Context: an optimization exercise on an open-source flow, tuned for small area. The choices shown serve that exercise and are no tape-out recipe. The RTL was checked by simulation tests, not by an equivalence proof against the original design. In run 7 the design's own scripts or RTL, not TritonCTS, make the clock network. The flow treats the clock pin as an ideal source. Dropping or thinning the clock tree relies on that and would not hold on a real chip. Power and IR drop assume default switching activity.

==> flow/design.v <==
`timescale 1ns / 1ps
module dac8734_spi (
    input  wire        clk,
    input  wire        reset,
    input  wire [31:0] spi_config_in,
    input  wire        spi_config_selected,
    input  wire [31:0] spi_data_in,
    input  wire        spi_data_selected,
    input  wire        sdi,
    output wire        busy,
    output wire [31:0] spi_data_out,
    output wire        data_write,
    output wire        io_out,
    output wire        io_oe,
    output wire        sck,
    output wire [7:0]  cs
);
localparam [3:0] IDLE0      = 4'b0000,
                 IDLE       = 4'b0010,
                 WAIT0      = 4'b0100,
                 WAIT       = 4'b0110,
                 LOW        = 4'b1000,
                 HIGH       = 4'b1100,
                 LAST_HIGH  = 4'b1110,
                 LAST_LOW   = 4'b1010,
                 EXTEND_LOW = 4'b1001;
reg [3:0] state;
reg       lsb_first, slave_en, end_spi, cspol, cpol, cpha;
reg [7:0] cs_val;
reg [4:0] length;
reg [7:1] clk_div;
reg        busy_state;
reg        spi_start;
reg        data_load;
reg  [4:0] data_remain;
reg  [7:0] count;
reg        sdo;
reg [31:0] sr;
reg  [5:0] nbits;
reg        sck_buffer;
reg  [7:0] cs_buffer;
wire in_frame  = state[3];
wire init      = ~state[3] & state[1];
wire cs_next   = state[3] | state[2];
wire sck_next  = state[3] & state[2];
wire start     = init & spi_start;
wire rcpha     = cpha ^ slave_en;
wire count_end = (count == 8'h1);
reg [3:0] state_n;
reg       data_load_n;
always @(*) begin
    state_n     = state;
    data_load_n = 1'b0;
    case (state)
        IDLE0, IDLE: begin
            if (start) begin
                state_n     = rcpha ? EXTEND_LOW : LOW;
                data_load_n = ~rcpha;
            end else begin
                state_n     = IDLE;
            end
        end
        WAIT0, WAIT: begin
            if (start) begin
                state_n     = rcpha ? EXTEND_LOW : LOW;
                data_load_n = ~rcpha;
            end else begin
                state_n     = WAIT;
            end
        end
        LOW: if (count_end) begin
            state_n     = (data_remain == 5'h0) ? LAST_HIGH : HIGH;
            data_load_n = rcpha;
        end
        HIGH: if (count_end) begin
            state_n     = LOW;
            data_load_n = ~rcpha;
        end
        LAST_HIGH: if (count_end) begin
            state_n     = LAST_LOW;
            data_load_n = ~rcpha & ~slave_en;
        end
        LAST_LOW: if (count_end) begin
            state_n     = end_spi ? IDLE0 : WAIT0;
        end
        EXTEND_LOW: if (count_end) begin
            state_n     = LOW;
        end
        default: ;
    endcase
end
wire load_sr = ~in_frame & ~start & (init | ~busy_state);
integer i;
reg [31:0] rx_mask;
wire [1:0] p = nbits[4:3];
wire [2:0] q = nbits[2:0];
wire [3:0] g = {1'b0, p[1] & p[0], p[1], p[1] | p[0]};
wire [3:0] e = {p[1] & p[0], p[1] & ~p[0], ~p[1] & p[0], ~p[1] & ~p[0]};
wire [7:0] t;
assign t[0] = |q;
assign t[1] = q[2] | q[1];
assign t[2] = q[2] | (q[1] & q[0]);
assign t[3] = q[2];
assign t[4] = q[2] & (q[1] | q[0]);
assign t[5] = q[2] & q[1];
assign t[6] = q[2] & q[1] & q[0];
assign t[7] = 1'b0;
wire [3:0] rg = nbits[5] ? 4'hf : lsb_first ? g : {g[0], g[1], g[2], g[3]};
wire [3:0] re = lsb_first ? e : {e[0], e[1], e[2], e[3]};
wire [7:0] ct = lsb_first ? t : {t[0], t[1], t[2], t[3], t[4], t[5], t[6], t[7]};
wire [3:0] rge = rg | re;
always @(*)
    for (i = 0; i < 32; i = i + 1)
        rx_mask[i] = rge[i / 8] & (rg[i / 8] | ct[i % 8]);
always @(posedge clk) begin
    if (reset) begin
        state      <= IDLE0;
        busy_state <= 1'b0;
        data_load  <= 1'b0;
        {lsb_first, slave_en, end_spi, cs_val, length, cspol, cpol, cpha, clk_div} <= 26'h0;
    end else begin
        state     <= state_n;
        data_load <= data_load_n;
        if (~in_frame)
            busy_state <= start | (spi_data_selected & ~state[2]);
        if (spi_config_selected & ~busy_state)
            {lsb_first, slave_en, end_spi, cs_val, length, cspol, cpol, cpha, clk_div} <=
                {spi_config_in[31:29], spi_config_in[23:1]};
    end
end
always @(posedge clk) begin
    spi_start <= spi_data_selected & ~busy_state;
    if (~in_frame)
        data_remain <= length;
    else if (state == HIGH && count_end)
        data_remain <= data_remain - 5'h1;
    if (in_frame & ~count_end)
        count <= count - 8'h1;
    else
        count <= {1'b0, clk_div};
    if (load_sr)
        for (i = 0; i < 32; i = i + 1)
            sr[i] <= spi_data_in[31 - i];
    else if (data_load)
        sr <= lsb_first ? {sr[30:0], sdi} : {sdi, sr[31:1]};
    sck_buffer <= sck_next ^ cpol;
    cs_buffer  <= ~({8{cspol}} ^ ({8{cs_next}} & cs_val));
end
always @(posedge clk) begin
    if (reset | init) begin
        sdo   <= 1'b0;
        nbits <= 6'h0;
    end else if (data_load) begin
        sdo   <= ~nbits[5] & (lsb_first ? sr[31] : sr[0]);
        nbits <= nbits + 6'h1;
    end
end
assign busy         = busy_state;
assign spi_data_out = sr & rx_mask;
assign data_write   = slave_en & ~state[3] & ~state[1] & (state[2] | busy_state);
assign io_out       = sdo;
assign io_oe        = ~slave_en;
assign sck          = sck_buffer;
assign cs           = cs_buffer;
endmodule
==> flow/flow/run.sh <==
#!/bin/bash
# Own layout flow: the standard ORFS flow (standard.sh, unchanged synthesis),
# with smaller port buffers and a leaner clock tree, set through the ORFS
# variables BUFFER_PORTS_ARGS and CTS_ARGS. Each tool's output goes to its own
# log file here; ORFS's per-step logs stay under orfs/logs/.
set -euo pipefail
source flow/knobs.sh
bash standard.sh > standard.log 2>&1
==> flow/flow/knobs.sh <==
export BUFFER_PORTS_ARGS="-buffer_cell sky130_fd_sc_hd__buf_1"
export CTS_ARGS="-sink_clustering_enable -repair_clock_nets -dont_use_dummy_load -buf_list sky130_fd_sc_hd__clkbuf_4 -root_buf sky130_fd_sc_hd__clkbuf_8 -sink_clustering_size 24 -sink_clustering_max_diameter 80"
==> flow/standard.sh <==
#!/bin/bash
# synth_recipe.tcl (not shown) runs the flow's synth.tcl, then flattens the netlist and writes it again
# the make line also repeats each setting of config.mk as NAME=value (left out here)
make -C /OpenROAD-flow-scripts/flow DESIGN_CONFIG=/design/flow/config.mk WORK_HOME=/design/flow/orfs CLKGATE_MAP_FILE= SYNTH_SCRIPT=/design/flow/synth_recipe.tcl "${@:-finish}"
==> flow/config.mk <==
export PLATFORM = sky130hd
export DESIGN_NAME = dac8734_spi
export DESIGN_NICKNAME = dac8734_spi
export VERILOG_FILES = /design/flow/design.v
export SDC_FILE = /design/flow/constraint.sdc
export NUM_CORES = 4
export LEC_CHECK = 0
export ABC_AREA = 1
export CAP_MARGIN = 20
export CORE_MARGIN = 2
export CORE_UTILIZATION = 40
export SLEW_MARGIN = 20
==> flow/constraint.sdc <==
create_clock -name core_clock -period 10.0 [get_ports {clk}]
set_input_delay 2.0000 -clock core_clock [delete_from_list [all_inputs] [get_ports {clk}]]
set_output_delay 2.0000 -clock core_clock [all_outputs]
set_load 0.01 [all_outputs]
==> results of run 1 <==
## kinds of logic after synthesis
| family | count (synthesis) | share of synthesized area |
|---|---|---|
| AND/OR/NAND/NOR | 293 | 0.2453 |
| adder cells (fa/ha/maj) | 7 | 0.01867 |
| XOR/XNOR | 15 | 0.02800 |
| AO/OA/AOI/OAI | 140 | 0.1635 |
| flip-flops | 94 | 0.4800 |
| buffers and inverters | 66 | 0.06453 |
## sequential cells by signal, summed over array words and instances (netlist names)
register	cells
sck_buffer	1
sr	32
spi_start	1
data_load	1
nbits	6
length	5
clk_div	7
lsb_first	1
sdo	1
slave_en	1
cs_buffer	8
cpol	1
busy_state	1
count	8
data_remain	5
end_spi	1
cpha	1
cspol	1
state	4
cs_val	8
## layout make-up
class,count,share of cell area
Clock buffer,9,0.02345
Timing Repair Buffer,112,0.08316
Inverter,38,0.02701
Multi-Input combinational cell,455,0.4061
Tap cell,143,0.03388
Sequential cell,94,0.4264
## power breakdown
| part | switching (mW) | internal (mW) | total (mW) |
|---|---|---|---|
| logic | 0.284 | 0.151 | 0.435 |
| registers | 0.100 | 0.572 | 0.672 |
| clock network | 0.122 | 0.0810 | 0.203 |
## cells in the mapped netlist, drive strengths merged
cell | instances | area (sq um)
a2111oi | 1 | 8.760
a21oi | 19 | 95.09
a221oi | 1 | 8.760
a31oi | 34 | 212.7
buf | 15 | 111.4
clkbuf | 13 | 48.80
dfxtp | 57 | 1141
edfxtp | 37 | 1111
ha | 7 | 87.58
inv | 38 | 142.6
nand2 | 124 | 465.5
nand3 | 15 | 87.59
nand3b | 2 | 15.01
nand4 | 2 | 12.51
nor2 | 148 | 560.5
nor3 | 2 | 10.01
o211a | 1 | 10.01
o21a | 2 | 15.01
o21ai | 81 | 409.1
o21bai | 1 | 7.510
xnor2 | 4 | 35.03
xor2 | 11 | 96.34
## final timing paths
check,end,cells past startpoint,slack (ns)
max,spi_data_out[2],7,5.37
min,spi_start,1,0.46
max reg2reg,sr[2],8,7.50
min reg2reg,spi_start,1,0.46
## metal layers
metal / vias to the layer above / track usage
li1: 2220 / -
met1: 1959 / 0.2529
met2: 181 / 0.2984
met3: 20 / 0.03726
met4: 0 / 0.07154
met5: - / 0
==> summary.md, run 1 <==
| Metric | Value |
|---|---|
| Synthesized flop and latch total | `94` |
| Initial core utilization | `0.4109` |
| # diodes | `0` |
| IO Port Bufs | `approximately 110` |
| Tot Pwr | `about 1.3 mW` |
| # DRC | `0` |
| CP bufs+invs | `4` |
| Detailed Route Iter0 Violations | `between 400 and 500` |
| Storage cell area | `~0.0023 sq mm` |
| Hold_ws | `between 0.4 and 0.5 ns` |
| WL per Instance | `around 14 microns` |
| Final hold vios | `0` |
| Fillcell total | `~1,200` |
| Routability Congestion | `~0.88` |
| Syn Inst Count | `615` |
| CP Max Fanout | `43` |
| RSZ-0062 raised after global routing | `no` |
| # rows | `39` |
| Yosys cell types | `30` |
| Share of the core filled with cells | `0.4625` |
| Synthesis Warnings | `1` |
| Clk buf depth | `2` |
| Worst R2R Start | `state[3]` |
| Post-layout nets | `786` |
| Placement Cell Area | `0.005157 sq mm` |
| Gates resized, CTS repair | `0` |
| Min-Delay Path Class | `reg -> reg` |
| Setup Slack @ Placement | `between 5 and 6 ns` |
| TNS Setup | `0 ns` |
| Worst Hold Launch | `busy_state` |
| First-pass GRT wire length | `19.36 mm` |
| Ratio of final minimum period to clock period | `0.4631` |
| Worst Skew | `roughly 0.017 ns` |
| Worst Setup SP | `lsb_first` |
| Vias per inst | `~5` |
| Total track usage | `0.1873` |
| Final antenna-violating net count | `0` |
| Kind of critical path | `reg -> out` |
| Seq/Total Area, Yosys | `0.4800` |
| Initial antenna violation count | `0` |
| Total CTS buffers | `9` |
| Max Clk Rate | `approximately 220 MHz` |
| Placed cells | `around 840` |
| Average cell area after synthesis | `between 7 and 8 sq um` |
| Fin cells | `851` |
| Die area | `~0.013 sq mm` |
| Setup ws final | `between 5 and 6 ns` |
| Met2 routed WL | `approximately 5.4 mm` |
| WP data arrival | `2.63 ns` |
| Hold-fix buffers, CTS | `0` |
| Critical path's top delay family | `buffers and inverters` |
| Required @ worst endpoint | `roughly 8.0 ns` |
| Normalized max-slew margin | `0.4660` |
| Final Instance Area | `about 0.0053 sq mm` |
| Clock slew at reported path FFs | `about 0.08 ns` |
| Startpoint types | `flip-flop` |
| Worst-Margin Slew | `slightly below 0.8 ns` |
| Commonest non-fill, non-tap cell in the layout | `nor2_1` |
| Crit-path max cell delay | `~0.65 ns` |
| H-Tree Depth | `3` |
| Leak pwr | `between 1.5 and 2 nW` |
| Clock Sinks | `between 90 and 100` |
| Maximum vdd drop | `0.1186 mV` |
| Area delta synth->final | `12.56%` |
| Core box area | `between 0.01 and 0.015 sq mm` |
| Via count | `~4,400` |
| CTS tree | `built` |
| Grt total ovfl | `0` |
| Commonest non-fill, non-tap cells in the layout | `nor2_1 (146), nand2_1 (124), buf_1 (107)` |
| Met1 Routed Length | `around 5.3 mm` |
| Synth Net Count | `approximately 700` |
| Crit end category | `primary output` |
| Final setup viols | `0` |
| # Post-CTS Setup Buffers | `0` |
| Worst-skew pair later-pin latency | `roughly 0.36 ns` |
| Share of cells above drive strength 1 | `0.02966` |
| Die width | `112.3 microns` |
| Crit path cell chain | `buf_4, inv_1, buf_4, o21ai_0, o21ai_0, nor2_1, buf_1` |
| Highest routed layer | `met4` |
| Max-cap viol count | `0` |
| Vias in the first global route | `approximately 4,000` |
| Multi-input gate area | `roughly 0.0021 sq mm` |
| Max Slew Vio Count | `0` |
| Pre-antenna DRT Iters | `5` |
| # IOs | `114` |
| CTS Root Buffer Type | `clkbuf_8` |
| Worst path slowest cell | `o21ai_0` |
| Pwr Density | `roughly 250 mW/mm^2` |
| Synthesized area | `0.004692 sq mm` |
| Status | `complete, no violations` |
| Die Ht | `about 110 microns` |
| Met3 WL post-DR | `829 microns` |
| Fin crit period | `about 4.6 ns` |
| Post-DP HPWL | `~8.3 mm` |
| Largest net degree at the start of global routing | `66` |
| Final wirelength | `about 12 mm` |
==> inputs of run 2 (changes only) <==
==> flow/flow/knobs.sh (replaced) <==
export BUFFER_PORTS_ARGS="-buffer_cell sky130_fd_sc_hd__buf_1"
export CTS_ARGS="-sink_clustering_enable -repair_clock_nets -dont_use_dummy_load -buf_list sky130_fd_sc_hd__clkbuf_16 -root_buf sky130_fd_sc_hd__clkbuf_16 -sink_clustering_size 30"
==> run 2 against run 1 <==
Against the previous run:
- clock skew is 0.0081 ns lower
- utilization up 0.89 points
- hold slack worse by 0.0039 ns
==> summary.md, run 2 <==
| Metric | Value |
|---|---|
| Hold-fix buffers, CTS | `0` |
| Final hold vios | `0` |
| Fin crit period | `about 4.6 ns` |
| WL per Instance | `approximately 14 microns` |
| Yosys top cell by area | `dfxtp_1` |
| Switch Pwr | `between 0.5 and 0.6 mW` |
| Crit-path max cell delay | `about 0.60 ns` |
| Synthesis Warnings | `1` |
| Yosys cell types | `30` |
| CP Max Fanout | `43` |
| Core box area | `between 0.01 and 0.015 sq mm` |
| Syn Inst Count | `a little over 600` |
| Clk buf depth | `2` |
| Min-Delay Path Class | `reg -> reg` |
| # diodes | `0` |
| TNS Setup | `0 ns` |
| Post-DP HPWL | `8.298 mm` |
| Required @ worst endpoint | `~8 ns` |
| Initial antenna violation count | `0` |
| Via count | `approximately 4,400` |
| Pre-antenna DRT Iters | `5` |
| H-Tree Depth | `3` |
| Fin cells | `851` |
| Dominant register cell in the synthesized netlist | `dfxtp_1` |
| Setup ws final | `around 5.4 ns` |
| Commonest non-fill, non-tap cells in the layout | `nor2_1 (146), nand2_1 (124), buf_1 (107)` |
| Routability Congestion | `~0.88` |
| Async SR Flop Fraction | `0` |
| Setup Slack @ Placement | `about 5.7 ns` |
| Worst Skew | `~0.0093 ns` |
| Clock slew at reported path FFs | `0.06 ns` |
| Synth top cells by count | `nor2_1 (146), nand2_1 (124), o21ai_0 (75), dfxtp_1 (57), edfxtp_1 (37)` |
| Vias per inst | `5.159` |
| Max reg flops | `32` |
| Initial core utilization | `0.4109` |
| Max Clk Rate | `between 200 and 250 MHz` |
| Worst-skew pair later-pin latency | `around 0.34 ns` |
| Total track usage | `0.1900` |
| Clock power frac | `0.206` |
| Startpoint types | `flip-flop` |
| Critical path's top delay family | `buffers and inverters` |
| IO Port Bufs | `around 110` |
| Share of the core filled with cells | `0.4714` |
| Gates resized, CTS repair | `0` |
| Share of cells above drive strength 1 | `0.02966` |
| Max Slew Vio Count | `0` |
| Int Pwr | `slightly below 0.9 mW` |
| Leak pwr | `around 2.0 nW` |
| # Post-CTS Setup Buffers | `0` |
| Share of the synthesized area in the top cell type | `0.2432` |
| Max-cap viol count | `0` |
| CP bufs+invs | `4` |
| First-pass GRT wire length | `roughly 19 mm` |
| Synth Net Count | `691` |
| Total CTS buffers | `9` |
| Grt total ovfl | `0` |
| CTS Root Buffer Type | `clkbuf_16` |
| Reg power frac | `0.482` |
| Most flop-heavy register | `sr` |
| Vias in the first global route | `~4,000` |
| Ratio of final minimum period to clock period | `0.4567` |
| EDFF count, synth | `37` |
| CTS tree | `built` |
| # IOs | `between 100 and 150` |
| Post-layout nets | `a little under 800` |
| Pwr Density | `about 260 mW/mm^2` |
| WP data arrival | `approximately 2.6 ns` |
| Worst-Margin Slew | `0.7825 ns` |
| Die Ht | `roughly 110 microns` |
| Final wirelength | `11.76 mm` |
| Seq/Total Area, Yosys | `0.4800` |
| # rows | `39` |
| Status | `complete, no violations` |
| Crit end category | `primary output` |
| Die area | `about 0.013 sq mm` |
| Synthesized area | `0.004692 sq mm` |
| Placed cells | `842` |
| Maximum vdd drop | `~0.15 mV` |
| Detailed Route Iter0 Violations | `490` |
| Top post-synthesis cells by area | `dfxtp_1 (24%), edfxtp_1 (24%), nor2_1 (12%), nand2_1 (9.9%), o21ai_0 (8.0%)` |
| Combinational share of power | `0.312` |
| RSZ-0062 raised after global routing | `no` |
| Die width | `around 110 microns` |
| Worst path slowest cell | `o21ai_0` |
| Normalized max-slew margin | `0.4728` |
| Clock Sinks | `94` |
| Crit path cell chain | `buf_4, inv_1, buf_4, o21ai_0, o21ai_0, nor2_1, buf_1` |
| Synthesized flop and latch total | `94` |
| Kind of critical path | `reg -> out` |
| Final antenna-violating net count | `0` |
| Final setup viols | `0` |
| Average cell area after synthesis | `about 7.6 sq um` |
| Most frequent cell after synthesis | `nor2_1` |
| Largest net degree at the start of global routing | `66` |
| Sw Ratio | `0.3687` |
| # DRC | `0` |
| Area delta synth->final | `14.72%` |
| Commonest non-fill, non-tap cell in the layout | `nor2_1` |
## run 2: cell counts after synthesis
Identical to the previous run, type by type.
## run 2: logic make-up after synthesis
group / count (synthesis) / share of synthesized area
AOI/OAI and AO/OA: 140 / 0.1635
xor gates and xnor gates: 15 / 0.02800
adders and majority gates: 7 / 0.01867
buffers and inverters: 66 / 0.06453
DFF: 94 / 0.4800
and+or+nand+nor: 293 / 0.2453
## run 2: final cells by class
type                       count  area (sq um)
inverter                      38         142.6
fill                        1174          6036
sequential                    94          2252
clock buffer                   9         225.2
tap                          143         178.9
multi-input combinational    455          2145
timing repair buffer         112         439.2
## run 2: worst register-to-register path, cell delays in order, from the launching register on
cell	delay [ns]
dfxtp_1	0.62
inv_2	0.23
nand3_4	0.13
inv_2	0.06
nor2_2	0.15
o21ai_4	0.07
buf_4	0.31
nand2_1	0.17
buf_4	0.39
## run 2: power by group through the flow
stage               Combinational [mW]  Sequential, mW  Clock (mW)
CTS                              0.441           0.672       0.298
floorplan                        0.365           0.647           0
global placement                 0.429           0.676           0
detailed placement               0.437           0.678           0
finish                           0.436           0.673       0.289
global route                     0.506           0.689       0.312
## run 2: per-stage QoR
| stage | hold WS (ns) | instance area (sq um) | total power [mW] |
|---|---|---|---|
| 5_1_grt | 0.4898 | 5383 | 1.507 |
| 3_3_place_gp | 0.4435 | 5157 | 1.105 |
| 3_5_place_dp | 0.4535 | 5157 | 1.115 |
| 4_1_cts | 0.4619 | 5383 | 1.410 |
| 2_1_floorplan | 0.4289 | 4692 | 1.012 |
| 6_report | 0.4552 | 5383 | 1.398 |
## run 2: final timing paths
path	startpoint	end	slack, ns	depth (start not counted)
setup / recovery	lsb_first	spi_data_out[2]	5.43	7
hold / removal	busy_state	spi_start	0.46	1
setup reg to reg	state[3]	sr[2]	7.51	8
hold reg to reg	busy_state	spi_start	0.46	1
## run 2: layer usage
layer | GRT usage | share of wire
met5 | 0 | 0
met4 | 0.07967 | 0.024
met3 | 0.04104 | 0.072
met2 | 0.3016 | 0.46
met1 | 0.2526 | 0.45
==> inputs of run 3 (changes only) <==
==> flow/flow/knobs.sh (replaced) <==
export BUFFER_PORTS_ARGS="-buffer_cell sky130_fd_sc_hd__buf_1"
export CTS_ARGS="-sink_clustering_enable -repair_clock_nets -dont_use_dummy_load -buf_list {sky130_fd_sc_hd__clkbuf_4 sky130_fd_sc_hd__clkbuf_8} -root_buf sky130_fd_sc_hd__clkbuf_8"
==> run 3 against run 2 <==
Against the previous run:
- clock-buffer cell count did not move
- sequential share of layout area rose by 0.80 points
- via count fell by 0.23%
- synthesized area did not move
- highest routed layer unchanged
- cell count did not move
- synthesized cell count did not move
- still clean on timing, DRC and antenna
- clock skew rose by 0.0081 ns
- sequential power barely moved
- combinational power barely moved
- clock power fell by about 30%
- first-iteration DRC count fell by 14%
==> summary.md, run 3 <==
| Metric | Value |
|---|---|
| Status | `complete, no violations` |
| Kind of critical path | `reg -> out` |
| Worst-Margin Slew | `0.7927 ns` |
| Gates resized, CTS repair | `0` |
| Startpoint types | `flip-flop` |
| WHS Path Cells | `1` |
| Largest family of logic cells by synthesized area | `simple AND/OR/NAND/NOR gates` |
| Core box area | `between 0.01 and 0.015 sq mm` |
| Xor and xnor fraction of the mapped netlist area | `0.02800` |
| Max Slew Vio Count | `0` |
| # Post-CTS Setup Buffers | `0` |
| Syn Inst Count | `between 600 and 700` |
| Area delta synth->final | `12.56%` |
| Crit path cell chain | `buf_4, inv_1, buf_4, o21ai_0, o21ai_0, nor2_1, buf_1` |
| Reg2reg path depth | `8` |
| Final hold vios | `0` |
| Total CTS buffers | `9` |
| Initial antenna violation count | `0` |
| Commonest non-fill, non-tap cells in the layout | `nor2_1 (146), nand2_1 (124), buf_1 (107)` |
| Detailed Route Iter0 Violations | `422` |
| Maximum vdd drop | `around 0.12 mV` |
| CTS Root Buffer Type | `clkbuf_8` |
| Synth Area in Compound Gates | `0.1635` |
| EDFF count, synth | `37` |
| Synth Net Count | `roughly 690` |
| Combinational share of power | `0.332` |
| Ratio of final minimum period to clock period | `0.4631` |
| CP bufs+invs | `4` |
| Post-synthesis adder-cell area fraction | `0.01867` |
| # IOs | `around 110` |
| Hold-fix buffers, CTS | `0` |
| Synth top cells by count | `nor2_1 (146), nand2_1 (124), o21ai_0 (75), dfxtp_1 (57), edfxtp_1 (37)` |
| H-Tree Depth | `3` |
| Dominant register cell in the synthesized netlist | `dfxtp_1` |
| WL per Instance | `13.81 microns` |
| Synthesized flop and latch total | `94` |
| Mux cell area share after synthesis | `0` |
| Largest net degree at the start of global routing | `66` |
| Post-DP HPWL | `8.298 mm` |
| Sw Ratio | `0.3864` |
| Top post-synthesis cells by area | `dfxtp_1 (24%), edfxtp_1 (24%), nor2_1 (12%), nand2_1 (9.9%), o21ai_0 (8.0%)` |
| Final Instance Area | `roughly 0.0053 sq mm` |
| Final setup viols | `0` |
| Int Pwr | `~0.80 mW` |
| Fin crit period | `4.631 ns` |
| Initial core utilization | `0.4109` |
| Placement Cell Area | `roughly 0.0052 sq mm` |
| Max-cap viol count | `0` |
| Vias in the first global route | `4,087` |
| Max reg flops | `32` |
| Die width | `112.3 microns` |
| Grt total ovfl | `0` |
| Share of the synthesized area in the top cell type | `0.2432` |
| R2R Setup Slk | `between 7 and 8 ns` |
| Post-layout nets | `approximately 790` |
| Synthesis Warnings | `1` |
| TNS Setup | `0 ns` |
| WP data arrival | `between 2 and 3 ns` |
| Leak pwr | `roughly 2.0 nW` |
| First-pass GRT wire length | `19.36 mm` |
| Async SR Flop Fraction | `0` |
| Min-Delay Path Class | `reg -> reg` |
| Most frequent cell after synthesis | `nor2_1` |
| Required @ worst endpoint | `about 8 ns` |
| Commonest non-fill, non-tap cell in the layout | `nor2_1` |
| Pre-antenna DRT Iters | `5` |
| Seq/Total Area, Yosys | `0.4800` |
| Reg power frac | `0.513` |
| Clock power frac | `0.155` |
| Clock slew at reported path FFs | `0.08 ns` |
| Hold_ws | `about 0.46 ns` |
| Most flop-heavy register | `sr` |
| # diodes | `0` |
| Yosys top cell by area | `dfxtp_1` |
| Via count | `4,380` |
| # DRC | `0` |
| CTS tree | `built` |
| Crit-path max cell delay | `0.65 ns` |
| # rows | `39` |
| Clock Sinks | `94` |
| Die Ht | `112.3 microns` |
| Critical path's top delay family | `buffers and inverters` |
| RSZ-0062 raised after global routing | `no` |
| Vias per inst | `~5.1` |
| Synth Area in Simple Gates | `0.2453` |
| Yosys cell types | `30` |
| Worst-skew pair later-pin latency | `0.36 ns` |
| Average cell area after synthesis | `7.629 sq um` |
| Final wirelength | `about 12 mm` |
| Worst path slowest cell | `o21ai_0` |
| Clk buf depth | `2` |
| Crit end category | `primary output` |
| Total track usage | `0.1873` |
| IO Port Bufs | `between 100 and 150` |
| WP depth | `7` |
| Final antenna-violating net count | `0` |
| Share of cells above drive strength 1 | `0.02966` |
| Worst Skew | `approximately 0.017 ns` |
| Normalized max-slew margin | `0.4660` |
| Routability Congestion | `slightly below 0.9` |
| Max Clk Rate | `~220 MHz` |
| Synthesized area | `0.004692 sq mm` |
| Switch Pwr | `between 0.5 and 0.6 mW` |
| Pwr Density | `~250 mW/mm^2` |
| Die area | `about 0.013 sq mm` |
| CP Max Fanout | `43` |
-- run 3: cell families (layout without fill, tap and decap cells) --
group | count (synthesis) | in the layout
adder cells (fa/ha/maj) | 7 | 7
AND/OR/NAND/NOR | 293 | 293
AO/OA/AOI/OAI | 140 | 140
flip-flops | 94 | 94
buffers and inverters | 66 | 159
XOR/XNOR | 15 | 15
-- run 3: cell type report --
type,count,area [sq um]
multi-input cells,455,2145
well taps,143,178.9
clock buffers,9,123.9
repair buffers,112,439.2
flip-flops and latches,94,2252
inverters,38,142.6
fillers,1175,6137
-- run 3: worst paths after layout --
kind              start              end
max           lsb_first  spi_data_out[2]
min          busy_state        spi_start
max reg2reg    state[3]            sr[2]
min reg2reg  busy_state        spi_start
-- run 3: power groups by stage --
stage / combinational [mW] / clock [mW] / sequential (mW)
6_report: 0.435 / 0.203 / 0.672
2_1_floorplan: 0.365 / 0 / 0.647
3_3_place_gp: 0.429 / 0 / 0.676
3_5_place_dp: 0.437 / 0 / 0.678
5_1_grt: 0.505 / 0.223 / 0.688
4_1_cts: 0.440 / 0.209 / 0.670
-- run 3: per-stage QoR --
step	setup slack [ns]	utilization	std cells	total power [mW]
after floorplan	6.689	-	615	1.012
after global placement	5.742	0.4517	842	1.105
after detailed placement	5.741	0.4517	842	1.115
after CTS	5.337	0.4625	851	1.319
after global routing	5.235	0.4625	851	1.416
final	5.369	0.4625	851	1.310
-- run 3: metal layers --
metal | GRT usage | wire (microns) | vias to the layer above
met5 | 0 | 0 | -
met4 | 0.07154 | 243 | 0
met3 | 0.03726 | 829 | 20
met2 | 0.2984 | 5381 | 181
met1 | 0.2529 | 5297 | 1959
li1 | - | - | 2220
==> inputs of run 4 (changes only) <==
==> flow/flow/knobs.sh (replaced) <==
export BUFFER_PORTS_ARGS="-buffer_cell sky130_fd_sc_hd__buf_1"
export CTS_ARGS="-sink_clustering_enable -repair_clock_nets -dont_use_dummy_load -buf_list sky130_fd_sc_hd__clkbuf_4 -root_buf sky130_fd_sc_hd__clkbuf_8"
==> run 4 against run 3 <==
Against the previous run:
- clock skew is the same
- design area did not move
- first-iteration DRC count did not move
- synthesized area did not move
- worst setup slack did not move
- synthesized cell count stayed put
- wire length did not move
- sequential share of layout area unchanged
- critical path type unchanged
- highest routed layer unchanged
==> summary.md, run 4 <==
| Metric | Value |
|---|---|
| Total CTS buffers | `9` |
| Post-DP HPWL | `approximately 8.3 mm` |
| Area delta synth->final | `12.56%` |
| Largest net degree at the start of global routing | `66` |
| Vias in the first global route | `about 4,100` |
| Worst R2R Start | `state[3]` |
| CTS tree | `built` |
| Placed cells | `842` |
| Top post-synthesis cells by area | `dfxtp_1 (24%), edfxtp_1 (24%), nor2_1 (12%), nand2_1 (9.9%), o21ai_0 (8.0%)` |
| WL per Instance | `13.81 microns` |
| Via count | `about 4,400` |
| Final Instance Area | `~0.0053 sq mm` |
| Tot Pwr | `around 1.3 mW` |
| Detailed Route Iter0 Violations | `roughly 420` |
| Gates resized, CTS repair | `0` |
| Startpoint types | `flip-flop` |
| EDFF count, synth | `37` |
| Leak pwr | `~2 nW` |
| Average cell area after synthesis | `about 7.6 sq um` |
| Initial core utilization | `0.4109` |
| Worst Setup SP | `lsb_first` |
| Max reg flops | `32` |
| # diodes | `0` |
| TNS Setup | `0 ns` |
| Max-cap viol count | `0` |
| Max Clk Rate | `around 220 MHz` |
| Max Slew Vio Count | `0` |
| Crit end category | `primary output` |
| Most flop-heavy register | `sr` |
| Synthesis Warnings | `1` |
| IO Port Bufs | `approximately 110` |
| Routability Congestion | `between 0.8 and 0.9` |
| Die width | `112.3 microns` |
| # IOs | `approximately 110` |
| CP Max Fanout | `43` |
| Grt total ovfl | `0` |
| Pwr Density | `~250 mW/mm^2` |
| Synth top cells by count | `nor2_1 (146), nand2_1 (124), o21ai_0 (75), dfxtp_1 (57), edfxtp_1 (37)` |
| Yosys top cell by area | `dfxtp_1` |
| Clock Sinks | `94` |
| Vias per inst | `between 5 and 6` |
| Maximum vdd drop | `0.1186 mV` |
| Core box area | `approximately 0.011 sq mm` |
| Status | `complete, no violations` |
| Total track usage | `0.1873` |
| Die area | `between 0.01 and 0.015 sq mm` |
| Final wirelength | `roughly 12 mm` |
| Yosys cell types | `30` |
| Ratio of final minimum period to clock period | `0.4631` |
| Post-layout nets | `786` |
| Required @ worst endpoint | `8.00 ns` |
| Initial antenna violation count | `0` |
| R2R Setup Slk | `between 7 and 8 ns` |
| Worst-Margin Slew | `between 0.7 and 0.8 ns` |
| CP endpoint | `spi_data_out[2]` |
| Final hold vios | `0` |
| # DRC | `0` |
| Fillcell total | `1,175` |
| Hold_ws | `0.4591 ns` |
| Synthesized flop and latch total | `94` |
| Clk buf depth | `2` |
| RR Endpoint | `sr[2]` |
| Dominant register cell in the synthesized netlist | `dfxtp_1` |
| # Post-CTS Setup Buffers | `0` |
| Placement Cell Area | `roughly 0.0052 sq mm` |
| Commonest non-fill, non-tap cell in the layout | `nor2_1` |
| Hold-fix buffers, CTS | `0` |
| First-pass GRT wire length | `between 15 and 20 mm` |
| Async SR Flop Fraction | `0` |
| CTS Root Buffer Type | `clkbuf_8` |
| Pre-antenna DRT Iters | `5` |
| Share of cells above drive strength 1 | `0.02966` |
| Normalized max-slew margin | `0.4660` |
| Min-Delay Path Class | `reg -> reg` |
| Fin crit period | `roughly 4.6 ns` |
| Synth Net Count | `approximately 690` |
| Reg2reg path depth | `8` |
| Worst Skew | `between 0.015 and 0.02 ns` |
| Synthesized area | `~0.0047 sq mm` |
| WP data arrival | `around 2.6 ns` |
| Final setup viols | `0` |
| Worst-skew pair later-pin latency | `between 0.3 and 0.4 ns` |
| RSZ-0062 raised after global routing | `no` |
| H-Tree Depth | `3` |
| Clock slew at reported path FFs | `0.08 ns` |
| Die Ht | `112.3 microns` |
| Commonest non-fill, non-tap cells in the layout | `nor2_1 (146), nand2_1 (124), buf_1 (107)` |
| Share of the synthesized area in the top cell type | `0.2432` |
| # rows | `39` |
| Fin cells | `between 800 and 900` |
| Final antenna-violating net count | `0` |
| Kind of critical path | `reg -> out` |
| Seq/Total Area, Yosys | `0.4800` |
| Syn Inst Count | `615` |
| Most frequent cell after synthesis | `nor2_1` |
-- run 4: report_power, final --
part           internal (mW)  leakage (nW)  total (mW)  switching, mW
registers              0.572         0.842       0.672          0.100
logic                  0.151          1.08       0.435          0.284
clock network         0.0810        0.0647       0.203          0.122
total                  0.804          1.99        1.31          0.506
-- run 4: layer usage --
metal / track usage / share of wire / wire (microns) / up-vias
li1: - / - / - / 2220
met1: 0.2529 / 0.45 / 5297 / 1959
met2: 0.2984 / 0.46 / 5381 / 181
met3: 0.03726 / 0.071 / 829 / 20
met4: 0.07154 / 0.021 / 243 / 0
met5: 0 / 0 / 0 / -
-- run 4: logic make-up after synthesis --
| kind of cell | synth area share |
|---|---|
| AOI/OAI and AO/OA | 0.1635 |
| xor gates and xnor gates | 0.02800 |
| adders and majority gates | 0.01867 |
| buffers and inverters | 0.06453 |
| DFF | 0.4800 |
| and+or+nand+nor | 0.2453 |
-- run 4: worst min-delay path by stage --
stage | from | depth (start not counted) | slack (ns) | end
2_1_floorplan | clk_div[1] | 2 | 0.43 | count[0]
6_report | busy_state | 1 | 0.46 | spi_start
3_3_place_gp | clk_div[2] | 2 | 0.44 | count[1]
4_1_cts | busy_state | 1 | 0.47 | spi_start
5_1_grt | busy_state | 1 | 0.49 | spi_start
3_5_place_dp | busy_state | 1 | 0.45 | spi_start
-- run 4: metrics by stage --
stage	setup WS, ns	util
floorplan	6.689	-
global placement	5.742	0.4517
detailed placement	5.741	0.4517
CTS	5.337	0.4625
global route	5.235	0.4625
finish	5.369	0.4625
-- run 4: area by class of cell --
type / count / area (sq um) / area share
Multi-Input combinational cell: 455 / 2145 / 0.4061
Tap cell: 143 / 178.9 / 0.03388
Clock buffer: 9 / 123.9 / 0.02345
Sequential cell: 94 / 2252 / 0.4264
Inverter: 38 / 142.6 / 0.02701
Timing Repair Buffer: 112 / 439.2 / 0.08316
-- run 4: critical path, stage by stage (launching register included) --
cell	delay, ns
dfxtp_1	0.32
buf_4	0.39
inv_1	0.11
buf_4	0.29
o21ai_0	0.65
o21ai_0	0.17
nor2_1	0.16
buf_1	0.17
==> inputs of run 5 (changes only) <==
--- a/flow/design.v
+++ b/flow/design.v
@@ -44,7 +44,7 @@
 wire cs_next   = state[3] | state[2];
 wire sck_next  = state[3] & state[2];
 wire start     = init & spi_start;
-wire rcpha     = cpha ^ slave_en;
+wire rcpha     = cpha;
 wire count_end = (count == 8'h1);
 reg [3:0] state_n;
 reg       data_load_n;
@@ -125,7 +125,7 @@
             busy_state <= start | (spi_data_selected & ~state[2]);
         if (spi_config_selected & ~busy_state)
             {lsb_first, slave_en, end_spi, cs_val, length, cspol, cpol, cpha, clk_div} <=
-                {spi_config_in[31:29], spi_config_in[23:1]};
+                {spi_config_in[31:29], spi_config_in[23:9], spi_config_in[8] ^ spi_config_in[30], spi_config_in[7:1]};
     end
 end
 always @(posedge clk) begin
--- a/flow/config.mk
+++ b/flow/config.mk
@@ -9,4 +9,5 @@
 export CAP_MARGIN = 20
 export CORE_MARGIN = 2
 export CORE_UTILIZATION = 40
+export GPL_TIMING_DRIVEN = 0
 export SLEW_MARGIN = 20
==> run 5 against run 4 <==
Against the previous run:
- worst setup slack gained 0.27 ns
- sequential cell count did not move
- die area is 1.6% lower
- maximum frequency grew 6.2%
- design area is 0.71% higher
- cell count up 1.3%
- clock power down 3%
- sequential share of layout area shrank 0.30 points
- clock-buffer cell count did not move
- first-iteration DRC count is 24% lower
- critical endpoint unchanged
- largest power group unchanged
==> summary.md, run 5 <==
| Metric | Value |
|---|---|
| Async SR Flop Fraction | `0` |
| Vias per inst | `5.188` |
| Final Instance Area | `roughly 0.0053 sq mm` |
| # IOs | `between 100 and 150` |
| WP data arrival | `around 2.4 ns` |
| Clk buf depth | `2` |
| Total CTS buffers | `9` |
| H-Tree Depth | `3` |
| Kind of critical path | `reg -> out` |
| # diodes | `0` |
| Yosys cell types | `29` |
| Synth Net Count | `678` |
| Crit end category | `primary output` |
| Grt total ovfl | `0` |
| # Post-CTS Setup Buffers | `0` |
| Hold_ws | `0.4561 ns` |
| # DRC | `0` |
| Top post-synthesis cells by area | `dfxtp_1 (25%), edfxtp_1 (24%), nor2_1 (11%), nand2_1 (9.6%), o21ai_0 (8.7%)` |
| Routability Congestion | `around 0.86` |
| Commonest non-fill, non-tap cells in the layout | `nor2_1 (134), nand2_1 (117), buf_1 (109)` |
| Worst Skew | `around 0.027 ns` |
| Int Pwr | `around 0.8 mW` |
| Combinational share of power | `0.350` |
| Fin crit period | `around 4.4 ns` |
| Core box area | `0.01132 sq mm` |
| Post-layout nets | `796` |
| Initial antenna violation count | `0` |
| Switch Pwr | `0.5141 mW` |
| Synth top cells by count | `nor2_1 (134), nand2_1 (118), o21ai_0 (80), dfxtp_1 (57), inv_1 (40)` |
| Leak pwr | `~2.0 nW` |
| Max reg flops | `32` |
| Yosys top cell by area | `dfxtp_1` |
| Synthesized area | `around 0.0046 sq mm` |
| EDFF count, synth | `37` |
| Fillcell total | `about 1,200` |
| Clock Sinks | `94` |
| Pwr Density | `approximately 250 mW/mm^2` |
| Met1 Track Usage GR | `0.2519` |
| Dominant register cell in the synthesized netlist | `dfxtp_1` |
| Die width | `111.4 microns` |
| TNS Setup | `0 ns` |
| Worst-Margin Slew | `slightly below 0.9 ns` |
| Die area | `~0.012 sq mm` |
| Fin cells | `approximately 860` |
| Final hold vios | `0` |
| Share of the synthesized area in the top cell type | `0.2474` |
| Sw Ratio | `0.3859` |
| Pre-antenna DRT Iters | `5` |
| Hold-fix buffers, CTS | `0` |
| Maximum vdd drop | `~0.091 mV` |
| GRT busiest layer | `met2` |
| Syn Inst Count | `~600` |
| Min-Delay Path Class | `reg -> reg` |
| Share of cells above drive strength 1 | `0.04033` |
| Area delta synth->final | `15.33%` |
| Most frequent cell after synthesis | `nor2_1` |
| IO Port Bufs | `roughly 110` |
| Worst-skew pair later-pin latency | `~0.36 ns` |
| Initial core utilization | `0.4074` |
| Die Ht | `111.4 microns` |
| GR Util met2 | `0.3280` |
| CTS tree | `built` |
| Commonest non-fill, non-tap cell in the layout | `nor2_1` |
| Synthesis Warnings | `1` |
| Ratio of final minimum period to clock period | `0.4362` |
| Setup ws final | `about 5.6 ns` |
| Via count | `4,472` |
| Startpoint types | `flip-flop` |
| Max-cap viol count | `0` |
| Detailed Route Iter0 Violations | `320` |
| Seq/Total Area, Yosys | `0.4883` |
| Gates resized, CTS repair | `0` |
| CTS Root Buffer Type | `clkbuf_8` |
| Average cell area after synthesis | `roughly 7.6 sq um` |
| Max Slew Vio Count | `0` |
| Final setup viols | `0` |
| Reg power frac | `0.503` |
| Final antenna-violating net count | `0` |
| Largest net degree at the start of global routing | `33` |
| Vias in the first global route | `~4,200` |
| Final wirelength | `approximately 12 mm` |
| Most flop-heavy register | `sr` |
| Synthesized flop and latch total | `94` |
| Total track usage | `0.1987` |
| Clock power frac | `0.147` |
| Required @ worst endpoint | `about 8.0 ns` |
| Clock slew at reported path FFs | `around 0.09 ns` |
| M3 GR Usage | `0.03974` |
| Post-DP HPWL | `9.328 mm` |
| First-pass GRT wire length | `~20 mm` |
| RSZ-0062 raised after global routing | `no` |
| Placed cells | `853` |
| WL per Instance | `~14 microns` |
| # rows | `39` |
| Normalized max-slew margin | `0.4043` |
| Placement Cell Area | `between 0.005 and 0.006 sq mm` |
| Max Clk Rate | `~230 MHz` |
| Setup Slack @ Placement | `just over 6 ns` |
| CP Max Fanout | `7` |
| Status | `complete, no violations` |
==> run 5: per-stage QoR <==
step | utilization | power [mW]
final | 0.4698 | 1.332
after detailed placement | 0.4589 | 1.140
after global routing | 0.4698 | 1.436
after CTS | 0.4698 | 1.339
after global placement | 0.4587 | 1.126
after floorplan | - | 0.9922
==> run 5: logic make-up after synthesis <==
logic type               Yosys count  share of synthesized area
adder cells (fa/ha/maj)            6                    0.01628
AND/OR/NAND/NOR                  276                     0.2330
buffers and inverters             68                    0.06240
AO/OA/AOI/OAI                    142                     0.1677
flip-flops                        94                     0.4883
XOR/XNOR                          17                    0.03228
==> run 5: power by group through the flow <==
stage	sequential (mW)	combinational (mW)	clock, mW
CTS	0.669	0.467	0.204
finish	0.671	0.466	0.196
detailed placement	0.675	0.465	0
global placement	0.673	0.453	0
global route	0.685	0.532	0.218
floorplan	0.649	0.344	0
==> run 5: cell type report <==
type	count	area, sq um	share of cell area
flip-flops and latches	94	2252	0.4234
multi-input cells	441	2074	0.3900
repair buffers	107	401.6	0.07551
well taps	143	178.9	0.03364
inverters	42	157.7	0.02964
plain buffers	26	130.1	0.02446
clock buffers	9	123.9	0.02329
==> run 5: worst paths after layout <==
| check | startpoint | cells after the start | to | slack (ns) |
|---|---|---|---|---|
| worst max-delay path | nbits[1] | 7 | spi_data_out[2] | 5.64 |
| worst max register to register | state[1] | 7 | sr[21] | 7.70 |
| worst min register to register | busy_state | 1 | spi_start | 0.46 |
| worst min-delay path | busy_state | 1 | spi_start | 0.46 |
==> run 5: metal layers <==
metal | up-vias | part of all wire
li1 | 2231 | -
met1 | 2069 | 0.45
met2 | 145 | 0.46
met3 | 27 | 0.056
met4 | 0 | 0.032
met5 | - | 0
==> run 5: critical path, stage by stage, from the launching register on <==
cell     delay (ns)
dfxtp_1        0.45
ha_1           0.22
inv_1          0.05
ha_1           0.17
o21ai_0        0.61
o21ai_0        0.16
nor2_1         0.17
buf_1          0.17
==> inputs of run 6 (changes only) <==
--- a/flow/config.mk
+++ b/flow/config.mk
@@ -9,5 +9,4 @@
 export CAP_MARGIN = 20
 export CORE_MARGIN = 2
 export CORE_UTILIZATION = 40
-export GPL_TIMING_DRIVEN = 0
 export SLEW_MARGIN = 20
==> run 6 against run 5 <==
Against the previous run:
- synthesized area is the same
- design area shrank 1.8%
- still clean on timing, DRC and antenna
- global-route usage shrank 0.71 points
==> summary.md, run 6 <==
| Metric | Value |
|---|---|
| Commonest non-fill, non-tap cell in the layout | `nor2_1` |
| CTS tree | `built` |
| # IOs | `around 110` |
| Min-Delay Path Class | `reg -> reg` |
| WP data arrival | `3.04 ns` |
| Most flop-heavy register | `sr` |
| RSZ-0062 raised after global routing | `no` |
| Gates resized, CTS repair | `0` |
| Normalized max-slew margin | `0.4126` |
| Grt total ovfl | `0` |
| Share of cells above drive strength 1 | `0.02582` |
| Share of the core filled with cells | `0.4614` |
| Tot Pwr | `about 1.3 mW` |
| Syn Inst Count | `around 600` |
| Vias per inst | `~5.2` |
| Combinational share of power | `0.332` |
| WL per Instance | `14.05 microns` |
| # DRC | `0` |
| First-pass GRT wire length | `between 15 and 20 mm` |
| Leak pwr | `1.963 nW` |
| Die area | `0.01240 sq mm` |
| Crit path cell chain | `buf_4, inv_1, buf_4, o21ai_0, o21ai_0, nor2_1, buf_1` |
| Kind of critical path | `reg -> out` |
| # rows | `39` |
| Clock slew at reported path FFs | `0.09 ns` |
| Reg power frac | `0.516` |
| Maximum vdd drop | `approximately 0.12 mV` |
| Initial core utilization | `0.4074` |
| Sw Ratio | `0.3852` |
| Final Instance Area | `~0.0052 sq mm` |
| Routability Congestion | `about 0.88` |
| Crit-path max cell delay | `~0.7 ns` |
| Clock Sinks | `94` |
| Max Slew Vio Count | `0` |
| Post-layout nets | `~770` |
| CP Max Fanout | `43` |
| Fin crit period | `between 5 and 6 ns` |
| Share of the synthesized area in the top cell type | `0.2474` |
| # diodes | `0` |
| Final antenna-violating net count | `0` |
| Initial antenna violation count | `0` |
| Max-cap viol count | `0` |
| Commonest non-fill, non-tap cells in the layout | `nor2_1 (134), nand2_1 (118), buf_1 (107)` |
| Xor and xnor fraction of the mapped netlist area | `0.03228` |
| Synth top cells by count | `nor2_1 (134), nand2_1 (118), o21ai_0 (80), dfxtp_1 (57), inv_1 (40)` |
| Average cell area after synthesis | `~7.6 sq um` |
| Area delta synth->final | `13.27%` |
| Total CTS buffers | `9` |
| Ratio of final minimum period to clock period | `0.5041` |
| Worst-Margin Slew | `slightly below 0.9 ns` |
| Required @ worst endpoint | `around 8.0 ns` |
| Crit end category | `primary output` |
| Final wirelength | `around 12 mm` |
| Final hold vios | `0` |
| Hold-fix buffers, CTS | `0` |
| Synth Net Count | `roughly 680` |
| Detailed Route Iter0 Violations | `403` |
| Placement Cell Area | `just over 0.005 sq mm` |
| Die Ht | `roughly 110 microns` |
| Final setup viols | `0` |
| # Post-CTS Setup Buffers | `0` |
| Clk buf depth | `2` |
| Most frequent cell after synthesis | `nor2_1` |
| Mux cell area share after synthesis | `0` |
| Synthesized flop and latch total | `94` |
| TNS Setup | `0 ns` |
| Max Clk Rate | `approximately 200 MHz` |
| Top post-synthesis cells by area | `dfxtp_1 (25%), edfxtp_1 (24%), nor2_1 (11%), nand2_1 (9.6%), o21ai_0 (8.7%)` |
| Pwr Density | `around 250 mW/mm^2` |
| Total track usage | `0.1916` |
| Worst path slowest cell | `o21ai_0` |
| Core box area | `roughly 0.011 sq mm` |
| Synth Area in Simple Gates | `0.2330` |
| Status | `complete, no violations` |
| Worst Skew | `0.01698 ns` |
| Pre-antenna DRT Iters | `7` |
| IO Port Bufs | `107` |
| Int Pwr | `0.8015 mW` |
| Yosys cell types | `29` |
| Post-DP HPWL | `about 8.3 mm` |
| Fin cells | `between 800 and 900` |
| Critical path's top delay family | `buffers and inverters` |
| Seq/Total Area, Yosys | `0.4883` |
| EDFF count, synth | `37` |
| Yosys top cell by area | `dfxtp_1` |
| CP bufs+invs | `4` |
| Clock power frac | `0.152` |
| Async SR Flop Fraction | `0` |
| Fillcell total | `around 1,200` |
| Die width | `between 100 and 150 microns` |
| Synthesized area | `~0.0046 sq mm` |
| Synth Area in Compound Gates | `0.1677` |
| Largest net degree at the start of global routing | `66` |
| CTS Root Buffer Type | `clkbuf_8` |
| Post-synthesis adder-cell area fraction | `0.01628` |
| Vias in the first global route | `between 3,000 and 4,000` |
| Startpoint types | `flip-flop` |
| Synthesis Warnings | `1` |
| Placed cells | `around 830` |
| Max reg flops | `32` |
| Worst-skew pair later-pin latency | `0.36 ns` |
| Dominant register cell in the synthesized netlist | `dfxtp_1` |
| Via count | `between 4,000 and 5,000` |
| H-Tree Depth | `3` |
| Switch Pwr | `0.5021 mW` |
| Largest family of logic cells by synthesized area | `simple AND/OR/NAND/NOR gates` |
==> run 6: stage by stage <==
stage / worst slack, ns / hold WS [ns]
after global routing: 4.748 / 0.4757
after global placement: 5.472 / 0.4397
after detailed placement: 5.466 / 0.4475
final: 4.959 / 0.4569
after CTS: 5.050 / 0.4607
after floorplan: 6.689 / 0.4289
==> run 6: power groups by stage <==
stage               Combinational [mW]  Clock (mW)  Sequential [mW]
floorplan                        0.344           0            0.649
global placement                 0.421           0            0.675
detailed placement               0.433           0            0.676
CTS                              0.436       0.205            0.670
global route                     0.498       0.221            0.689
finish                           0.433       0.198            0.673
==> run 6: worst paths after layout <==
path	startpoint	endpoint	slack (ns)	depth (start not counted)
setup / recovery	lsb_first	spi_data_out[2]	4.96	7
hold / removal	cpol	sck_buffer	0.46	1
setup reg to reg	state[3]	sr[8]	7.56	8
hold reg to reg	cpol	sck_buffer	0.46	1
==> run 6: per-layer routing <==
metal  vias up  GRT usage  wire [microns]
met1      2008     0.2542            5371
li1       2186          -               -
met2       159     0.2980            5286
met4         0    0.08889             348
met5         -          0               0
met3        28    0.04518             794
==> run 6: final cells by class <==
type / count / area (sq um) / share of cell area
repair buffers: 111 / 431.7 / 0.08263
flip-flops and latches: 94 / 2252 / 0.4311
inverters: 42 / 157.7 / 0.03018
multi-input cells: 441 / 2079 / 0.3981
clock buffers: 9 / 123.9 / 0.02371
well taps: 143 / 178.9 / 0.03425
==> run 6: logic make-up after synthesis <==
group           count (synthesis)
fa+ha+maj                       6
buf+inv                        68
flops                          94
simple gates                  276
compound gates                142
xor+xnor                       17
==> inputs of run 7 (changes only) <==
==> flow/flow/run.sh (replaced) <==
#!/bin/bash
# Own layout flow: the standard ORFS flow (standard.sh, unchanged synthesis),
# with one-cell port buffers (BUFFER_PORTS_ARGS) and a small clock tree built by
# flow/my_cts.tcl (run as ORFS's PRE_CTS_TCL hook) in place of TritonCTS.
# standard.sh's output goes to standard.log here; ORFS's per-step logs stay
# under orfs/logs/.
set -euo pipefail
source flow/knobs.sh
export PRE_CTS_TCL="$PWD/flow/my_cts.tcl"
bash standard.sh > standard.log 2>&1
==> flow/flow/knobs.sh (replaced) <==
export BUFFER_PORTS_ARGS="-buffer_cell sky130_fd_sc_hd__buf_1"
export MY_CTS_GROUPS=4
export MY_CTS_BUF=sky130_fd_sc_hd__clkbuf_16
==> flow/flow/my_cts.tcl (new file) <==
set ncl [expr {[info exists ::env(MY_CTS_GROUPS)] ? $::env(MY_CTS_GROUPS) : 4}]
set bufcell [expr {[info exists ::env(MY_CTS_BUF)] ? $::env(MY_CTS_BUF) : "sky130_fd_sc_hd__clkbuf_8"}]
set block [ord::get_db_block]
set clknet [$block findNet clk]
set pts {}
foreach it [$clknet getITerms] {
  set loc [[$it getInst] getLocation]
  lappend pts [list [lindex $loc 0] [lindex $loc 1] $it]
}
set n [llength $pts]
# k-means: seeds spread along the sinks sorted by x then y
set sorted [lsort -integer -index 0 $pts]
set cents {}
for {set g 0} {$g < $ncl} {incr g} {
  set p [lindex $sorted [expr {($g * $n + $n / 2) / $ncl}]]
  lappend cents [list [lindex $p 0] [lindex $p 1]]
}
if {$ncl == 4} {
  # quadrants: split by median x, then by median y within each half
  set half [expr {$n / 2}]
  set cents {}
  foreach part [list [lrange $sorted 0 [expr {$half - 1}]] [lrange $sorted $half end]] {
    set ys [lsort -integer -index 1 $part]
    set m [llength $ys]
    foreach sub [list [lrange $ys 0 [expr {$m / 2 - 1}]] [lrange $ys [expr {$m / 2}] end]] {
      set sx 0; set sy 0
      foreach p $sub { incr sx [lindex $p 0]; incr sy [lindex $p 1] }
      lappend cents [list [expr {$sx / [llength $sub]}] [expr {$sy / [llength $sub]}]]
    }
  }
}
for {set iter 0} {$iter < 20} {incr iter} {
  set groups {}
  for {set g 0} {$g < $ncl} {incr g} { lappend groups {} }
  foreach p $pts {
    set best 0; set bd -1
    for {set g 0} {$g < $ncl} {incr g} {
      set c [lindex $cents $g]
      set d [expr {abs([lindex $p 0] - [lindex $c 0]) + abs([lindex $p 1] - [lindex $c 1])}]
      if {$bd < 0 || $d < $bd} { set bd $d; set best $g }
    }
    lset groups $best [concat [lindex $groups $best] [list $p]]
  }
  set cents {}
  foreach grp $groups {
    set sx 0; set sy 0
    foreach p $grp { incr sx [lindex $p 0]; incr sy [lindex $p 1] }
    set k [llength $grp]
    if {$k == 0} { set k 1 }
    lappend cents [list [expr {$sx / $k}] [expr {$sy / $k}]]
  }
}
set master [[ord::get_db] findMaster $bufcell]
set g 0
foreach grp $groups c $cents {
  if {[llength $grp] == 0} { continue }
  set inst [odb::dbInst_create $block $master "clkbuf_root_$g"]
  set net [odb::dbNet_create $block "clknet_root_$g"]
  $net setSigType CLOCK
  foreach p $grp {
    set it [lindex $p 2]
    $it disconnect
    $it connect $net
  }
  [$inst findITerm A] connect $clknet
  [$inst findITerm X] connect $net
  $inst setLocation [lindex $c 0] [lindex $c 1]
  $inst setPlacementStatus PLACED
  puts "my_cts: group $g: [llength $grp] sinks"
  incr g
}
puts "my_cts: $n sinks in $g groups driven by $bufcell"
# the tree is built: CTS itself has nothing left to do
rename clock_tree_synthesis {}
proc clock_tree_synthesis {args} { puts "clock_tree_synthesis skipped" }
==> run 7 against run 6 <==
Against the previous run:
- still clean
- synthesized cell count stayed put
- sequential power barely moved
- combinational power barely moved
- sequential cell count unchanged
- utilization shrank 0.21 points
- power down 2.4%
- die area stayed put
- hold slack worse by 0.017 ns
- maximum frequency increased by 3.7%
- clock power decreased by 15%
- cell count is 0.60% lower
==> summary.md, run 7 <==
| Metric | Value |
|---|---|
| Clock slew at reported path FFs | `around 0.11 ns` |
| Post-layout nets | `around 770` |
| Die area | `between 0.01 and 0.015 sq mm` |
| Seq/Total Area, Yosys | `0.4883` |
| Most flop-heavy register | `sr` |
| Yosys cell types | `29` |
| Top post-synthesis cells by area | `dfxtp_1 (25%), edfxtp_1 (24%), nor2_1 (11%), nand2_1 (9.6%), o21ai_0 (8.7%)` |
| Min-Delay Path Class | `reg -> reg` |
| Commonest non-fill, non-tap cell in the layout | `nor2_1` |
| Storage cell area | `about 0.0023 sq mm` |
| Total track usage | `0.1787` |
| Dominant register cell in the synthesized netlist | `dfxtp_1` |
| Async SR Flop Fraction | `0` |
| Normalized max-slew margin | `0.3876` |
| Commonest non-fill, non-tap cells in the layout | `nor2_1 (134), nand2_1 (118), buf_1 (107)` |
| Synthesized flop and latch total | `between 90 and 100` |
| # Post-CTS Setup Buffers | `0` |
| Detailed Route Iter0 Violations | `between 400 and 500` |
| Most frequent cell after synthesis | `nor2_1` |
| Core box area | `0.01132 sq mm` |
| Crit end category | `primary output` |
| Worst Setup SP | `lsb_first` |
| Multi-input gate area | `slightly above 0.002 sq mm` |
| Final wirelength | `about 12 mm` |
| Max reg flops | `32` |
| Initial antenna violation count | `0` |
| Final antenna-violating net count | `0` |
| RSZ-0062 raised after global routing | `no` |
| # IOs | `114` |
| Area delta synth->final | `12.75%` |
| Final setup viols | `0` |
| # rows | `39` |
| # diodes | `0` |
| Synth Net Count | `approximately 680` |
| Via count | `about 4,300` |
| WHS Path Cells | `2` |
| Grt total ovfl | `0` |
| Max Clk Rate | `between 200 and 250 MHz` |
| Die width | `111.4 microns` |
| Post-DP HPWL | `~8.3 mm` |
| Worst R2R Start | `state[3]` |
| Synthesized area | `0.004612 sq mm` |
| Leak pwr | `between 1.5 and 2 nW` |
| Max-cap viol count | `0` |
| Share of the synthesized area in the top cell type | `0.2474` |
| Largest net degree at the start of global routing | `66` |
| Worst-skew pair later-pin latency | `roughly 0.17 ns` |
| Share of cells above drive strength 1 | `0.01879` |
| Max Slew Vio Count | `0` |
| Fin crit period | `about 5 ns` |
| TNS Setup | `0 ns` |
| Ratio of final minimum period to clock period | `0.4861` |
| Initial core utilization | `0.4074` |
| RR Endpoint | `sr[0]` |
| Startpoint types | `flip-flop` |
| CP endpoint | `spi_data_out[1]` |
| # DRC | `0` |
| Final hold vios | `0` |
| Die Ht | `between 100 and 150 microns` |
| EDFF count, synth | `37` |
| Fillcell total | `roughly 1,200` |
| Worst Skew | `0.02523 ns` |
| Pwr Density | `244.6 mW/mm^2` |
| Average cell area after synthesis | `roughly 7.6 sq um` |
| Synthesis Warnings | `1` |
| Syn Inst Count | `roughly 600` |
| Vias per inst | `5.156` |
| WP data arrival | `about 2.9 ns` |
| Hold-fix buffers, CTS | `0` |
| Maximum vdd drop | `~0.14 mV` |
| Gates resized, CTS repair | `0` |
| CP Max Fanout | `43` |
| Status | `complete, no violations` |
| Reg2reg path depth | `8` |
| R2R Setup Slk | `approximately 7.6 ns` |
| Worst-Margin Slew | `0.9108 ns` |
| IO Port Bufs | `roughly 110` |
| Vias in the first global route | `roughly 3,900` |
| First-pass GRT wire length | `about 19 mm` |
| WL per Instance | `~14 microns` |
| Synth top cells by count | `nor2_1 (134), nand2_1 (118), o21ai_0 (80), dfxtp_1 (57), inv_1 (40)` |
| Routability Congestion | `a little under 0.9` |
| Required @ worst endpoint | `~8 ns` |
| Kind of critical path | `reg -> out` |
| Share of the core filled with cells | `0.4593` |
| Yosys top cell by area | `dfxtp_1` |
| Pre-antenna DRT Iters | `5` |
-- run 7: area by class of cell --
class                   instances  area share
flip-flops and latches         94      0.4331
inverters                      42     0.03032
multi-input cells             441      0.3999
plain buffers                   4     0.01925
well taps                     143     0.03441
repair buffers                111     0.08301
-- run 7: critical path: stages, from the launching register on --
cell,delay (ns)
dfxtp_1,0.32
buf_4,0.39
inv_1,0.39
buf_4,0.34
o21ai_0,0.73
o21ai_0,0.18
nor2_1,0.16
buf_1,0.17
-- run 7: how the worst min path moves through the flow --
stage | start | to | slack [ns]
3_5_place_dp | clk_div[2] | count[1] | 0.45
6_report | clk_div[5] | count[4] | 0.44
5_1_grt | cpol | sck_buffer | 0.48
4_1_cts | clk_div[2] | count[1] | 0.45
3_3_place_gp | busy_state | spi_start | 0.44
2_1_floorplan | clk_div[1] | count[0] | 0.43
-- run 7: power by group --
group          switching (mW)  leakage [nW]  internal, mW  total [mW]
logic                   0.284          1.06         0.147       0.431
registers              0.0990         0.842         0.573       0.672
clock network          0.0956        0.0493        0.0734       0.169
-- run 7: logic make-up (layout without fill, tap and decap cells) --
family / Yosys count / after routing / synth area share
AO/OA/AOI/OAI: 142 / 142 / 0.1677
XOR/XNOR: 17 / 17 / 0.03228
adder cells (fa/ha/maj): 6 / 6 / 0.01628
buffers and inverters: 68 / 157 / 0.06240
flip-flops: 94 / 94 / 0.4883
AND/OR/NAND/NOR: 276 / 276 / 0.2330
-- run 7: stage by stage --
stage	instances	setup slack, ns	power (mW)	hold WS [ns]	cell area [sq um]
floorplan	603	6.689	0.9922	0.4289	4612
global placement	831	5.472	1.096	0.4397	5100
detailed placement	831	5.466	1.109	0.4475	5100
CTS	835	5.461	1.242	0.4489	5200
global route	835	4.949	1.374	0.4776	5200
finish	835	5.139	1.272	0.4402	5200
-- run 7: metal layers --
metal,wire [microns],global-route usage
met5,0,0
met1,5335,0.2533
met2,5246,0.2984
met3,787,0.02450
met4,212,0.02963

[separate check: timing with driven ports]
The flow's constraints put no driver on any port. The routed layouts listed below were extracted and timed again, unchanged, in two steps. Step 1 assumes that a clkbuf_16 drives the clock port and a buf_2 every other input. Step 2 times the ports against the registers' clock, not the clock port: input delays grow and output delays shrink by t, the midpoint of the rising clock arrivals with the driver on. Slacks: ideal ports / drivers / drivers and shift; pairs: ideal ports / drivers.
run | t, ns | setup WS [ns] | hold slack, ns | worst setup path after step 2 | worst register clock-pin slew, ns
run 1 | 0.384 | 5.369 / 5.339 / 5.722 | 0.459 / 0.459 / 0.459 | register to output | 0.09 / 0.09
run 2 | 0.370 | 5.433 / 5.398 / 5.768 | 0.455 / 0.455 / 0.455 | register to output | 0.06 / 0.06
run 3 | 0.384 | 5.369 / 5.339 / 5.722 | 0.459 / 0.459 / 0.459 | register to output | 0.09 / 0.09
run 4 | 0.384 | 5.369 / 5.339 / 5.722 | 0.459 / 0.459 / 0.459 | register to output | 0.09 / 0.09
run 5 | 0.379 | 5.638 / 5.605 / 5.983 | 0.456 / 0.456 / 0.456 | register to output | 0.09 / 0.09
run 6 | 0.385 | 4.959 / 4.926 / 5.311 | 0.457 / 0.457 / 0.457 | register to output | 0.09 / 0.09
run 7 | 0.235 | 5.139 / 5.060 / 5.296 | 0.440 / 0.440 / 0.440 | register to output | 0.11 / 0.11
After both steps every run listed still meets setup and hold.
